What follows belongs to an exercise in optimizing a design on an open flow for small area; a production flow would make more cautious choices.
Function was not checked in any run shown here: the RTL went through the layout flow alone.
Power is estimated from default activity; no workload was simulated.

==> design/flow/design.v <==
module uy(counter1,counter2,counter3,counter4,counter5,counter6,counter7,counter8,control,control2,control3,control4,display,display2,display3,display4,clk,reset,s1,s2,s3,s4,s5,s6,s7,s8,s9);
input clk,reset,s1,s2,s3,s4,s5,s6,s7,s8,s9;
output [3:0] control;
output [3:0] control2;
output [3:0] control3;
output [3:0] control4;
output [7:0] display;
output [7:0] display2;
output [7:0] display3;
output [7:0] display4;
output [3:0] counter1;
output [3:0] counter2;
output [3:0] counter3;
output [3:0] counter4;
output [3:0] counter5;
output [4:0] counter6;
output [4:0] counter7;
output [4:0] counter8;
function [4:0] inc5(input [4:0] x);
  inc5 = x ^ {&x[3:0], &x[2:0], &x[1:0], x[0], 1'b1};
endfunction
reg [4:0] t;
wire tick = (t == 5'd9);
always @(posedge clk)
  if (reset || t == 5'd19) t <= 5'd0;
  else t <= inc5(t);
reg [2:0] k, f;
reg [4:0] c6, c7, c8;
wire [2:0] k1 = {k[2]^(k[1]&k[0]), k[1]^k[0], ~k[0]};
assign counter1 = {1'b0, (f == 3'd1) ? k1 : k};
assign counter2 = {1'b0, (f == 3'd2) ? k1 : k};
assign counter3 = {1'b0, (f == 3'd3) ? k1 : k};
assign counter4 = {1'b0, (f == 3'd4) ? k1 : k};
assign counter5 = c7[3:0];
assign counter6 = c6;
assign counter7 = c7;
assign counter8 = c8;
reg [2:0] ctl1, nc1;
reg [2:0] ctl2, ctl3, ctl4, nc2, nc3, nc4;
reg [3:0] d1, nd1;
reg [1:0] d2, d3, d4, nd2, nd3, nd4;
assign control[0] = (ctl1 == 3'd0) | (ctl1 == 3'd1) | (ctl1 == 3'd2) | (ctl1 == 3'd3);
assign control[1] = (ctl1 == 3'd0) | (ctl1 == 3'd1) | (ctl1 == 3'd2) | (ctl1 == 3'd4);
assign control[2] = (ctl1 == 3'd0) | (ctl1 == 3'd1) | (ctl1 == 3'd3) | (ctl1 == 3'd4);
assign control[3] = (ctl1 == 3'd0) | (ctl1 == 3'd2) | (ctl1 == 3'd3) | (ctl1 == 3'd4);
assign display[0] = 1'b0;
assign display[1] = (d1 == 4'd3) | (d1 == 4'd4) | (d1 == 4'd5) | (d1 == 4'd6) | (d1 == 4'd7) | (d1 == 4'd8) | (d1 == 4'd14);
assign display[2] = (d1 == 4'd1) | (d1 == 4'd5) | (d1 == 4'd7) | (d1 == 4'd10) | (d1 == 4'd14) | (d1 == 4'd15);
assign display[3] = (d1 == 4'd1) | (d1 == 4'd3) | (d1 == 4'd8) | (d1 == 4'd9) | (d1 == 4'd14) | (d1 == 4'd15);
assign display[4] = (d1 == 4'd1) | (d1 == 4'd3) | (d1 == 4'd4) | (d1 == 4'd8) | (d1 == 4'd14) | (d1 == 4'd15);
assign display[5] = (d1 == 4'd1) | (d1 == 4'd2) | (d1 == 4'd4) | (d1 == 4'd5) | (d1 == 4'd8) | (d1 == 4'd13) | (d1 == 4'd14);
assign display[6] = (d1 == 4'd1) | (d1 == 4'd2) | (d1 == 4'd3) | (d1 == 4'd4) | (d1 == 4'd5) | (d1 == 4'd7) | (d1 == 4'd12) | (d1 == 4'd14);
assign display[7] = (d1 == 4'd1) | (d1 == 4'd3) | (d1 == 4'd4) | (d1 == 4'd7) | (d1 == 4'd11) | (d1 == 4'd14) | (d1 == 4'd15);
assign control2[0] = (ctl2 == 3'd0) | (ctl2 == 3'd1) | (ctl2 == 3'd2) | (ctl2 == 3'd3);
assign control2[1] = (ctl2 == 3'd0) | (ctl2 == 3'd1) | (ctl2 == 3'd2) | (ctl2 == 3'd4);
assign control2[2] = (ctl2 == 3'd0) | (ctl2 == 3'd1) | (ctl2 == 3'd3) | (ctl2 == 3'd4);
assign control2[3] = (ctl2 == 3'd0) | (ctl2 == 3'd2) | (ctl2 == 3'd3) | (ctl2 == 3'd4);
assign display2[0] = 1'b0;
assign display2[1] = (d2 == 2'd1) | (d2 == 2'd2) | (d2 == 2'd3);
assign display2[2] = (d2 == 2'd2);
assign display2[3] = (d2 == 2'd3);
assign display2[4] = (d2 == 2'd3);
assign display2[5] = (d2 == 2'd3);
assign display2[6] = (d2 == 2'd2);
assign display2[7] = (d2 == 2'd2);
assign control3[0] = (ctl3 == 3'd0) | (ctl3 == 3'd1) | (ctl3 == 3'd2) | (ctl3 == 3'd3);
assign control3[1] = (ctl3 == 3'd0) | (ctl3 == 3'd1) | (ctl3 == 3'd2) | (ctl3 == 3'd4);
assign control3[2] = (ctl3 == 3'd0) | (ctl3 == 3'd1) | (ctl3 == 3'd3) | (ctl3 == 3'd4);
assign control3[3] = (ctl3 == 3'd0) | (ctl3 == 3'd2) | (ctl3 == 3'd3) | (ctl3 == 3'd4);
assign display3[0] = 1'b0;
assign display3[1] = (d3 == 2'd1) | (d3 == 2'd2) | (d3 == 2'd3);
assign display3[2] = (d3 == 2'd2);
assign display3[3] = (d3 == 2'd3);
assign display3[4] = (d3 == 2'd3);
assign display3[5] = (d3 == 2'd3);
assign display3[6] = (d3 == 2'd2);
assign display3[7] = (d3 == 2'd2);
assign control4[0] = (ctl4 == 3'd0) | (ctl4 == 3'd1) | (ctl4 == 3'd2) | (ctl4 == 3'd3);
assign control4[1] = (ctl4 == 3'd0) | (ctl4 == 3'd1) | (ctl4 == 3'd2) | (ctl4 == 3'd4);
assign control4[2] = (ctl4 == 3'd0) | (ctl4 == 3'd1) | (ctl4 == 3'd3) | (ctl4 == 3'd4);
assign control4[3] = (ctl4 == 3'd0) | (ctl4 == 3'd2) | (ctl4 == 3'd3) | (ctl4 == 3'd4);
assign display4[0] = 1'b0;
assign display4[1] = (d4 == 2'd1) | (d4 == 2'd2) | (d4 == 2'd3);
assign display4[2] = (d4 == 2'd2);
assign display4[3] = (d4 == 2'd3);
assign display4[4] = (d4 == 2'd3);
assign display4[5] = (d4 == 2'd3);
assign display4[6] = (d4 == 2'd2);
assign display4[7] = (d4 == 2'd2);
wire en = tick & s1;
wire kz = (k == 3'd0);
reg [2:0] nk, nf;
reg [4:0] m6, m8;
always @* begin
  nk = k1; nf = f; m6 = inc5(c6); m8 = inc5(c8);
  nc1 = ctl1; nc2 = ctl2; nc3 = ctl3; nc4 = ctl4;
  nd1 = d1; nd2 = d2; nd3 = d3; nd4 = d4;
  if (kz && f != 3'd1 && s2) begin nk = 3'd0; nf = 3'd1; end
  else if (kz && f != 3'd2 && s3) begin nk = 3'd0; nf = 3'd2; end
  else if (kz && f != 3'd3 && s4) begin nk = 3'd0; nf = 3'd3; end
  else if (kz && f != 3'd4 && s5) begin nk = 3'd0; nf = 3'd4; end
  else if (k == 3'd4 || (k == 3'd3 && f == 3'd1)) begin nk = 3'd0; nf = 3'd0; end
  else if (s6 && (c7[3:0] <= 4'd8 || c7[3:0] == 4'd15)) begin
    case (c7[3:0])
      4'd15: begin nc1 = 3'd1; nd1 = 4'd1; end
      4'd0: begin nc1 = 3'd1; nd1 = 4'd2; end
      4'd1: begin nc1 = 3'd2; nd1 = 4'd3; end
      4'd2: begin nc1 = 3'd3; nd1 = 4'd4; end
      4'd3: begin nc1 = 3'd4; nd1 = 4'd5; end
      4'd4: begin nc1 = 3'd4; nd1 = 4'd5; end
      4'd5: begin nc1 = 3'd3; nd1 = 4'd4; end
      4'd6: begin nc1 = 3'd2; nd1 = 4'd3; end
      4'd7: begin nc1 = 3'd1; nd1 = 4'd2; end
      default: ;
    endcase
  end
  else if (s7 && (c6 <= 5'd16 || c6 == 5'd31)) begin
    if (c6 <= 5'd3 || c6 == 5'd31) begin
      nd1 = 4'd6;
      case (c6[1:0])
        2'd3, 2'd0: nc1 = 3'd1;
        2'd1: nc1 = 3'd2;
        2'd2: nc1 = 3'd3;
        default: nc1 = 3'd4;
      endcase
      if (c6 == 5'd3) nc1 = 3'd4;
    end else begin
      nc1 = 3'd0;
      if (c6 <= 5'd7) begin
        nd2 = 2'd1;
        case (c6[1:0])
          2'd0: nc2 = 3'd1;
          2'd1: nc2 = 3'd2;
          2'd2: nc2 = 3'd3;
          default: nc2 = 3'd4;
        endcase
      end else begin
        nc2 = 3'd0;
        if (c6 <= 5'd11) begin
          nd3 = 2'd1;
          case (c6[1:0])
            2'd0: nc3 = 3'd1;
            2'd1: nc3 = 3'd2;
            2'd2: nc3 = 3'd3;
            default: nc3 = 3'd4;
          endcase
        end else begin
          nc3 = 3'd0;
          nd4 = 2'd1;
          if (c6 == 5'd16) begin nc4 = 3'd0; m6 = 5'd0; end
          else case (c6[1:0])
            2'd0: nc4 = 3'd1;
            2'd1: nc4 = 3'd2;
            2'd2: nc4 = 3'd3;
            default: nc4 = 3'd4;
          endcase
        end
      end
    end
  end
  else if (s8 && (c7 <= 5'd16 || c7 == 5'd31)) begin
    if (c7 <= 5'd3 || c7 == 5'd31) begin
      nd1 = (c7 == 5'd1 || c7 == 5'd3) ? 4'd8 : 4'd7;
      case (c7[1:0])
        2'd3, 2'd0: nc1 = 3'd1;
        2'd1: nc1 = 3'd2;
        2'd2: nc1 = 3'd3;
        default: nc1 = 3'd4;
      endcase
      if (c7 == 5'd3) nc1 = 3'd4;
    end else begin
      nc1 = 3'd0;
      if (c7 <= 5'd7) begin
        nd2 = c7[0] ? 2'd3 : 2'd2;
        case (c7[1:0])
          2'd0: nc2 = 3'd1;
          2'd1: nc2 = 3'd2;
          2'd2: nc2 = 3'd3;
          default: nc2 = 3'd4;
        endcase
      end else begin
        nc2 = 3'd0;
        if (c7 <= 5'd11) begin
          nd3 = c7[0] ? 2'd3 : 2'd2;
          case (c7[1:0])
            2'd0: nc3 = 3'd1;
            2'd1: nc3 = 3'd2;
            2'd2: nc3 = 3'd3;
            default: nc3 = 3'd4;
          endcase
        end else begin
          nc3 = 3'd0;
          if (c7 == 5'd16) begin nc4 = 3'd0; nd4 = 2'd1; m6 = 5'd0; end
          else begin
            nd4 = c7[0] ? 2'd3 : 2'd2;
            case (c7[1:0])
              2'd0: nc4 = 3'd1;
              2'd1: nc4 = 3'd2;
              2'd2: nc4 = 3'd3;
              default: nc4 = 3'd4;
            endcase
          end
        end
      end
    end
  end
  else if (s9 && (c8 <= 5'd17 || c8 == 5'd31)) begin
    case (c7)
      5'd31: begin nc1 = 3'd1; nd1 = 4'd9; end
      5'd0: begin nc1 = 3'd1; nd1 = 4'd9; end
      5'd1: begin nc1 = 3'd1; nd1 = 4'd10; end
      5'd2: begin nc1 = 3'd1; nd1 = 4'd11; end
      5'd3: begin nc1 = 3'd1; nd1 = 4'd12; end
      5'd4: begin nc1 = 3'd1; nd1 = 4'd13; end
      5'd5: begin nc1 = 3'd2; nd1 = 4'd10; end
      5'd6: begin nc1 = 3'd2; nd1 = 4'd11; end
      5'd7: begin nc1 = 3'd2; nd1 = 4'd12; end
      5'd8: begin nc1 = 3'd3; nd1 = 4'd13; end
      5'd9: begin nc1 = 3'd3; nd1 = 4'd10; end
      5'd10: begin nc1 = 3'd3; nd1 = 4'd11; end
      5'd11: begin nc1 = 3'd3; nd1 = 4'd12; end
      5'd12: begin nc1 = 3'd3; nd1 = 4'd13; end
      5'd13: begin nc1 = 3'd4; nd1 = 4'd13; end
      5'd14: begin nc1 = 3'd4; nd1 = 4'd10; end
      5'd15: begin nc1 = 3'd4; nd1 = 4'd11; end
      5'd16: begin nc1 = 3'd4; nd1 = 4'd12; end
      5'd17: begin nc1 = 3'd4; nd1 = 4'd13; m8 = 5'd0; end
      default: ;
    endcase
  end
  case (nf)
    3'd1: nc1 = 3'd1;
    3'd2: nc1 = 3'd2;
    3'd3: nc1 = 3'd3;
    3'd4: nc1 = 3'd4;
    default: ;
  endcase
  if (nf != 3'd0)
    case (nk)
      3'd0: nd1 = 4'd14;
      3'd1, 3'd2, 3'd4: nd1 = 4'd15;
      default: nd1 = 4'd1;
    endcase
end
always @(posedge clk) begin
  if (reset) begin
    k <= 3'd0; f <= 3'd0; c6 <= 5'd0; c7 <= 5'd0; c8 <= 5'd0;
    ctl1 <= 3'd0; ctl2 <= 3'd0; ctl3 <= 3'd0; ctl4 <= 3'd0;
    d1 <= 4'd0; d2 <= 2'd0; d3 <= 2'd0; d4 <= 2'd0;
  end else if (en) begin
    k <= nk; f <= nf; c6 <= m6; c7 <= inc5(c7); c8 <= m8;
    ctl1 <= nc1; ctl2 <= nc2; ctl3 <= nc3; ctl4 <= nc4;
    d1 <= nd1; d2 <= nd2; d3 <= nd3; d4 <= nd4;
  end
end
endmodule
==> design/flow/flow/run.sh <==
#!/bin/bash
# Standard ORFS layout, with small port buffers and a small clock tree.
set -euo pipefail
export BUFFER_PORTS_ARGS="-buffer_cell sky130_fd_sc_hd__buf_1"
export CTS_ARGS="-sink_clustering_enable -repair_clock_nets -dont_use_dummy_load -sink_clustering_size 8 -buf_list sky130_fd_sc_hd__clkbuf_4 -root_buf sky130_fd_sc_hd__clkbuf_8"
bash standard.sh > make_flow.log 2>&1
==> design/flow/standard.sh <==
#!/bin/bash
# synth_recipe.tcl (not shown) runs the flow's synth.tcl, then flattens the netlist and writes it again
# the make line also repeats each setting of config.mk as NAME=value (left out here)
make -C /OpenROAD-flow-scripts/flow DESIGN_CONFIG=/design/flow/config.mk WORK_HOME=/design/flow/orfs CLKGATE_MAP_FILE= SYNTH_SCRIPT=/design/flow/synth_recipe.tcl "${@:-finish}"
==> design/flow/config.mk <==
export PLATFORM = sky130hd
export DESIGN_NAME = uy
export DESIGN_NICKNAME = uy
export VERILOG_FILES = /design/flow/design.v
export SDC_FILE = /design/flow/constraint.sdc
export NUM_CORES = 4
export LEC_CHECK = 0
export CAP_MARGIN = 20
export CORE_MARGIN = 2
export CORE_UTILIZATION = 40
export SLEW_MARGIN = 20
==> design/flow/constraint.sdc <==
create_clock -name core_clock -period 10.0 [get_ports {clk}]
set_input_delay 2.0000 -clock core_clock [delete_from_list [all_inputs] [get_ports {clk}]]
set_output_delay 2.0000 -clock core_clock [all_outputs]
set_load 0.01 [all_outputs]
==> results of run 1 <==
-- metrics by stage --
step           util (%)  power (mW)  setup WS, ns
2_1_floorplan         -       0.220          6.02
3_3_place_gp       43.3       0.225          5.81
3_5_place_dp       43.3       0.225          5.74
4_1_cts            44.0       0.334          6.06
5_1_grt            44.0       0.344          5.91
6_report           44.0       0.330          6.05
-- synth_stat cells, types with 3 or more instances --
library cell	n	share of area, %
o311ai_0	3	0.63
dfxtp_1	48	23
nor3_1	16	1.9
o21a_1	4	0.72
and2_1	5	0.75
nor2b_1	11	1.6
clkbuf_1	27	2.4
xnor2_1	8	1.7
a21o_1	9	1.6
or2_2	6	0.90
mux2_2	4	1.1
o221ai_1	3	0.63
o21bai_1	3	0.54
o211ai_1	7	1.3
or3_1	5	0.75
nand3_1	13	1.6
buf_2	3	0.36
and3_1	7	1.0
nor2_1	57	5.1
nand2_1	47	4.2
o22ai_1	4	0.60
a21oi_1	48	5.7
and3b_1	3	0.63
o21ai_0	32	3.8
nor4_1	6	0.90
mux2i_1	15	3.6
nand2b_1	15	2.2
a31oi_1	11	1.6
a311oi_1	6	1.3
nor3b_1	5	0.90
nand3b_1	8	1.4
buf_4	24	4.3
ha_1	26	7.8
inv_1	25	2.2
a22oi_1	8	1.4
a211oi_1	13	2.3
o31ai_1	3	0.54
-- power by group through the flow --
stage	logic, mW	clock network, mW	registers, mW
3_5_place_dp	0.0277	0	0.198
4_1_cts	0.0278	0.113	0.193
6_report	0.0279	0.109	0.193
5_1_grt	0.0314	0.120	0.193
2_1_floorplan	0.0225	0	0.197
3_3_place_gp	0.0273	0	0.197
-- cell usage in the layout (no fill, tap or decap), drive strengths merged, types with 3 or more instances in the layout --
cell	netlist	final
nor2	58	58
a21o	9	9
mux2i	15	15
o221ai	3	3
clkbuf	27	6
o21bai	3	3
o211ai	7	7
and3b	3	3
nor2b	11	11
o31ai	3	3
conb	1	8
nor4	6	6
o21a	4	4
xnor2	8	8
nor3b	6	6
or3	5	5
nand2	47	47
inv	25	25
nand3	13	13
nor3	17	17
and2	5	5
or2	6	6
nand2b	15	15
buf	30	89
o21ai	34	34
nand3b	8	8
ha	26	26
mux2	4	4
o22ai	4	4
a21oi	48	48
a31oi	11	11
a311oi	6	6
a211oi	13	13
o311ai	3	3
dfxtp	48	48
a22oi	8	8
and3	7	7
-- final cells by class --
| class | count | area [µm²] |
|---|---|---|
| tap | 136 | 170 |
| timing repair buffer | 90 | 358 |
| clock buffer | 5 | 68.8 |
| sequential | 48 | 961 |
| inverter | 25 | 93.8 |
| fill | 1069 | 5730 |
| multi-input combinational | 445 | 2850 |
-- worst register-to-register path: cells and delay by family (launching register included) --
| kind | cells | cell delay [ns] |
|---|---|---|
| DFF | 1 | 0.56 |
| and+or+nand+nor | 5 | 1.40 |
| AOI/OAI and AO/OA | 3 | 0.76 |
| adders and majority gates | 2 | 0.77 |
-- metal layers --
layer  wire length (µm)  track usage (%)  vias to the layer above
li1                   -                -                     2103
met1               5250             26.1                     1915
met2               4960             29.6                      120
met3                497             2.33                       12
met4                 81             3.76                        0
met5                  0                0                        -
-- cell families (layout without fill, tap and decap cells) --
family / Yosys count / in the layout
and+or+nand+nor: 216 / 216
AOI/OAI and AO/OA: 168 / 168
buffers and inverters: 82 / 120
DFF: 48 / 48
adders and majority gates: 26 / 26
muxes: 19 / 19
xor gates and xnor gates: 8 / 8
other: 1 / 8
-- how the worst max path moves through the flow --
| stage | startpoint | endpoint | cells after the start |
|---|---|---|---|
| final | s3 | ctl4[2] | 8 |
| after floorplan | s3 | d4[0] | 8 |
| after detailed placement | s3 | ctl4[2] | 8 |
| after CTS | s3 | ctl4[2] | 8 |
| after global routing | f[2] | counter4[2] | 4 |
| after global placement | s3 | d4[0] | 8 |
-- sequential cells by signal, indices dropped and copies added (netlist names) --
| register | count |
|---|---|
| d2 | 2 |
| d3 | 2 |
| ctl3 | 3 |
| ctl2 | 3 |
| t | 5 |
| f | 3 |
| d4 | 2 |
| c8 | 5 |
| ctl1 | 3 |
| d1 | 4 |
| c7 | 5 |
| c6 | 5 |
| ctl4 | 3 |
| k | 3 |
==> impl_metrics.toml, run 1 <==
[timing]
setup_violations = 0
finalCritPeriodShare_pct = 39.5
fin_skew_ns = 0.0248
relSlewSlack_pct = 34.8
fmax_mhz = 253
fin_crit_ns = 3.95
rsz0062_at_grt = "false"
finalSetupTns_ns = 0
slew_violations = 0
worst_slew_pin_slew_ns = 0.978
hold_violations = 0
hold_slack_ns = 0.458

[hold_path]
hp-start = "t[0]"
min_path_cells = 1
hold_class = "reg -> reg"
holdPathEnd = "t[0]"

[clock_tree]
cts_tree = "built"
cts_made_buffers = 5
cts_buffer_depth = 2
cts_setup_buffers = 0
postCtsHoldBufs = 0
clock-root-buffer = "clkbuf_8"
cts.sinks = 48
clk_pin_slew_worst_paths_ns = 0.10
clk_latency_ns = 0.31
htree_levels = 2
ctsResizeCount = 0

[logic_synthesis]
synth_fa_ha_area_share_pct = 7.76
synth_compound_area_share_pct = 26.1
avgSynthCellArea_um2 = 7.38
synthSimpleGateAreaFrac_pct = 27.0
synth_xor_area_share_pct = 1.67
synth_area_mm2 = 0.00419
synthArstFlopShare_pct = 0
yosys_warnings = 1
ys_seq_area_share_pct = 22.9
yosysUniqueCellTypes = 62
postSynthCellCount = 568
synth_flop_cell = "dfxtp_1"
ys_ff_latch = 48
yosys-mux-area-fraction_pct = 4.66
synth_top_family_by_area = "simple AND/OR/NAND/NOR gates"
synth_edf_count = 0

[setup_path]
endpoint_kind = "register"
critical_path.cell_chain = "buf_1, and3b_1, a32o_2, or3_1, a2111o_4, nor3_4, nor2_1, a311oi_1"
critPathKind = "in -> reg"
ff2ff_path_depth = 10
worst_setup_path_start_kind = "input port"
rrSetupSlack_ns = 6.36
cp_max_fo = 10
crit_family = "simple AND/OR/NAND/NOR gates"
worstReg2RegEnd = "c6[4]"
critical_path_buf_inv_count = 1
crit_path_top_delay_cell = "or3_1"
reg2reg_from = "c7[0]"
required_ns = 10.21
crit_arrival_ns = 4.16
crit_path_max_incr_delay_ns = 0.50

[run]
maxCapViolations = 0

[routing]
ant_nets = 0
first_pass_iters = 4
wire_per_inst_um = 14.4
vias = 4150
drc_errors = 0
routed_wl_mm = 10.8
drtIter0Drc = 284
vias_per_cell = 5.54

[grt]
antenna_found_initial = 0
grt_overflow = 0
grt_max_degree = 47
grt_pass1_vias = 3549
grt_use_total_pct = 18.3
grt_pass1_wl_mm = 17.4

[place]
place_area_mm2 = 0.00443
gp_congestion = 0.869
io_buffers = 85
dpl.cell_count = 744
place_hpwl_mm = 7.97

[floorplan]
dieArea_mm2 = 0.0113
fp.dieW_um = 106
fp.dieH_um = 106
core_area_mm2 = 0.0102
rows = 37
initial_core_util_pct = 41.0
num_io_pins = 94

[power_and_ir_drop]
netSwitchingFraction_pct = 25.5
p_int_mw = 0.246
pwr-share-clk_pct = 33.0
peakVddDrop_uv = 46.5
netSwitchingPower_mw = 0.0841
power.density_mw_per_mm2 = 73.4
p_leak_nw = 1.53
seq_power_share_pct = 58.5
p_comb_share_pct = 8.5

[final_layout]
area_growth_syn_to_layout_pct = 7.35
drive_above_1_share_pct = 5.22
final_nets = 652
design_area_mm2 = 0.00450
fin_cells = 749
antenna_cells = 0

[run_status]
status = "finished clean"
==> inputs of run 2 (changes only) <==
==> design/flow/flow/run.sh (replaced) <==
#!/bin/bash
# Standard ORFS layout, with small port buffers and a small clock tree.
set -euo pipefail
export BUFFER_PORTS_ARGS="-buffer_cell sky130_fd_sc_hd__buf_1"
export CTS_ARGS="-sink_clustering_enable -repair_clock_nets -dont_use_dummy_load -buf_list sky130_fd_sc_hd__clkbuf_8 -root_buf sky130_fd_sc_hd__clkbuf_8"
bash standard.sh > make_flow.log 2>&1
==> run 2 against run 1 <==
  * Highest routed layer unchanged
  * Via count unchanged
  * Global-route usage unchanged
  * Total power unchanged
  * Setup slack unchanged
  * Largest cell class unchanged
  * Largest power group unchanged
  * Maximum frequency unchanged
  * Critical endpoint unchanged
  * Register-to-register slack about the same
==> impl_metrics.toml, run 2 <==
[timing]
setup_violations = 0
finalSetupTns_ns = 0
hold_slack_ns = 0.458
finalCritPeriodShare_pct = 39.5
hold_violations = 0
fin_crit_ns = 3.95
fin_skew_ns = 0.0248
slew_violations = 0
fmax_mhz = 253
worst_slew_pin_slew_ns = 0.978
relSlewSlack_pct = 34.8
rsz0062_at_grt = "false"

[setup_path]
required_ns = 10.21
crit_arrival_ns = 4.16
worst_setup_path_start_kind = "input port"
critPathKind = "in -> reg"
rrSetupSlack_ns = 6.36
cp_max_fo = 10
worstReg2RegEnd = "c6[4]"
reg2reg_from = "c7[0]"
ff2ff_path_depth = 10
endpoint_kind = "register"

[final_layout]
final_cell_mix = "84 x buf_1, 57 x nor2_1, 48 x a21oi_1, 48 x dfxtp_1, 47 x nand2_1"
n_fill_cell = 1069
antenna_cells = 0
fin_cells = 749
drive_above_1_share_pct = 5.22
mostFrequentLayoutCell = "buf_1"
design_area_mm2 = 0.00450
area_growth_syn_to_layout_pct = 7.35
final_nets = 652

[routing]
routed_wl_mm = 10.8
vias = 4150
wire_per_inst_um = 14.4
first_pass_iters = 4
drtIter0Drc = 284
ant_nets = 0
drc_errors = 0
vias_per_cell = 5.54

[power_and_ir_drop]
netSwitchingFraction_pct = 25.5
pwr-share-clk_pct = 33.0
power.density_mw_per_mm2 = 73.4
p_int_mw = 0.246
p_comb_share_pct = 8.5
peakVddDrop_uv = 46.5
p_leak_nw = 1.53
power.total_mw = 0.330
seq_power_share_pct = 58.5
netSwitchingPower_mw = 0.0841

[logic_synthesis]
yosys_warnings = 1
synthTopCellsByCount = "57 x nor2_1, 48 x a21oi_1, 48 x dfxtp_1"
yosysUniqueCellTypes = 62
synth_area_leaders = "dfxtp_1 23%, ha_1 7.8%, a21oi_1 5.7%"
synth_edf_count = 0
synth_top_area_cell = "dfxtp_1"
postSynthCellCount = 568
synth_flop_cell = "dfxtp_1"
ys_ff_latch = 48
synth_top_area_share_pct = 22.9
yosysMostFrequentCell = "nor2_1"
avgSynthCellArea_um2 = 7.38
synth_area_mm2 = 0.00419
ys_seq_area_share_pct = 22.9
synthArstFlopShare_pct = 0

[place]
io_buffers = 85
gp_congestion = 0.869
place_hpwl_mm = 7.97
place_area_mm2 = 0.00443
dpl.cell_count = 744

[clock_tree]
postCtsHoldBufs = 0
ctsResizeCount = 0
cts.sinks = 48
cts_tree = "built"
htree_levels = 2
cts_buffer_depth = 2
clk_pin_slew_worst_paths_ns = 0.10
cts_made_buffers = 5
clk_latency_ns = 0.31
cts_setup_buffers = 0
clock-root-buffer = "clkbuf_8"

[grt]
grt_pass1_vias = 3549
grt_use_total_pct = 18.3
grt_pass1_wl_mm = 17.4
grt_max_degree = 47
antenna_found_initial = 0
grt_overflow = 0

[hold_path]
hold_class = "reg -> reg"
min_path_cells = 1
holdPathEnd = "t[0]"
hp-start = "t[0]"

[floorplan]
core_area_mm2 = 0.0102
num_io_pins = 94
fp.dieH_um = 106
dieArea_mm2 = 0.0113
initial_core_util_pct = 41.0
rows = 37
fp.dieW_um = 106

[run_status]
status = "finished clean"

[run]
maxCapViolations = 0
[run 2: cell counts after synthesis]
Identical to the previous run, type by type.
[run 2: final cells by class]
cell class                 instances  area (µm²)  share of cell area (%)
timing repair buffer              90         358                    7.96
sequential                        48         961                    21.4
inverter                          25        93.8                    2.09
multi-input combinational        445        2850                    63.3
tap                              136         170                    3.78
clock buffer                       5        68.8                    1.53
[run 2: stage by stage]
stage	utilization (%)	setup WS (ns)
6_report	44.0	6.05
5_1_grt	44.0	5.91
4_1_cts	44.0	6.06
3_5_place_dp	43.3	5.74
3_3_place_gp	43.3	5.81
2_1_floorplan	-	6.02
[run 2: critical path, cell delays in order]
cell	delay, ns
buf_1	0.07
and3b_1	0.18
a32o_2	0.28
or3_1	0.50
a2111o_4	0.45
nor3_4	0.38
nor2_1	0.08
a311oi_1	0.24
[run 2: worst max-delay path by stage]
stage / cells past startpoint / startpoint / endpoint
floorplan: 8 / s3 / d4[0]
global placement: 8 / s3 / d4[0]
detailed placement: 8 / s3 / ctl4[2]
CTS: 8 / s3 / ctl4[2]
global route: 4 / f[2] / counter4[2]
finish: 8 / s3 / ctl4[2]
[run 2: layer usage]
metal	global-route usage, %	share of wire [%]	up-vias
li1	-	-	2103
met1	26.1	49	1915
met2	29.6	46	120
met3	2.33	4.6	12
met4	3.76	0.75	0
met5	0	0	-
[run 2: logic make-up (layout without fill, tap and decap cells)]
kind of cell	after synthesis	in the layout	synth area share, %
simple gates	216	216	27.0
compound gates	168	168	26.1
buf+inv	82	120	9.76
flops	48	48	22.9
fa+ha+maj	26	26	7.76
mux	19	19	4.66
xor+xnor	8	8	1.67
other cells	1	8	0.0895
[run 2: power groups by stage]
stage | clock [mW] | combinational, mW | sequential (mW)
after floorplan | 0 | 0.0225 | 0.197
after global placement | 0 | 0.0273 | 0.197
after detailed placement | 0 | 0.0277 | 0.198
after CTS | 0.113 | 0.0278 | 0.193
after global routing | 0.120 | 0.0314 | 0.193
final | 0.109 | 0.0279 | 0.193

## static timing again, ports no longer ideal
Ports are ideal in the flow. The routed layouts listed here were re-timed in OpenROAD.
Step 1, drivers: a clkbuf_16 drives clk and a buf_2 each remaining input, both assumed.
Step 2 also shifts input and output timing later by t, the mid clock arrival at the registers, as if the neighbouring blocks saw the same clock.
Three values: ideal ports, drivers, drivers and shift; two values: the first two.
run | t (ns) | slack for setup (ns) | worst register clock-pin slew, ns
run 1 | 0.324 | 6.051 / 6.023 / 5.739 | 0.10 / 0.10
run 2 | 0.324 | 6.051 / 6.023 / 5.739 | 0.10 / 0.10
After both steps every run listed still meets setup and hold.
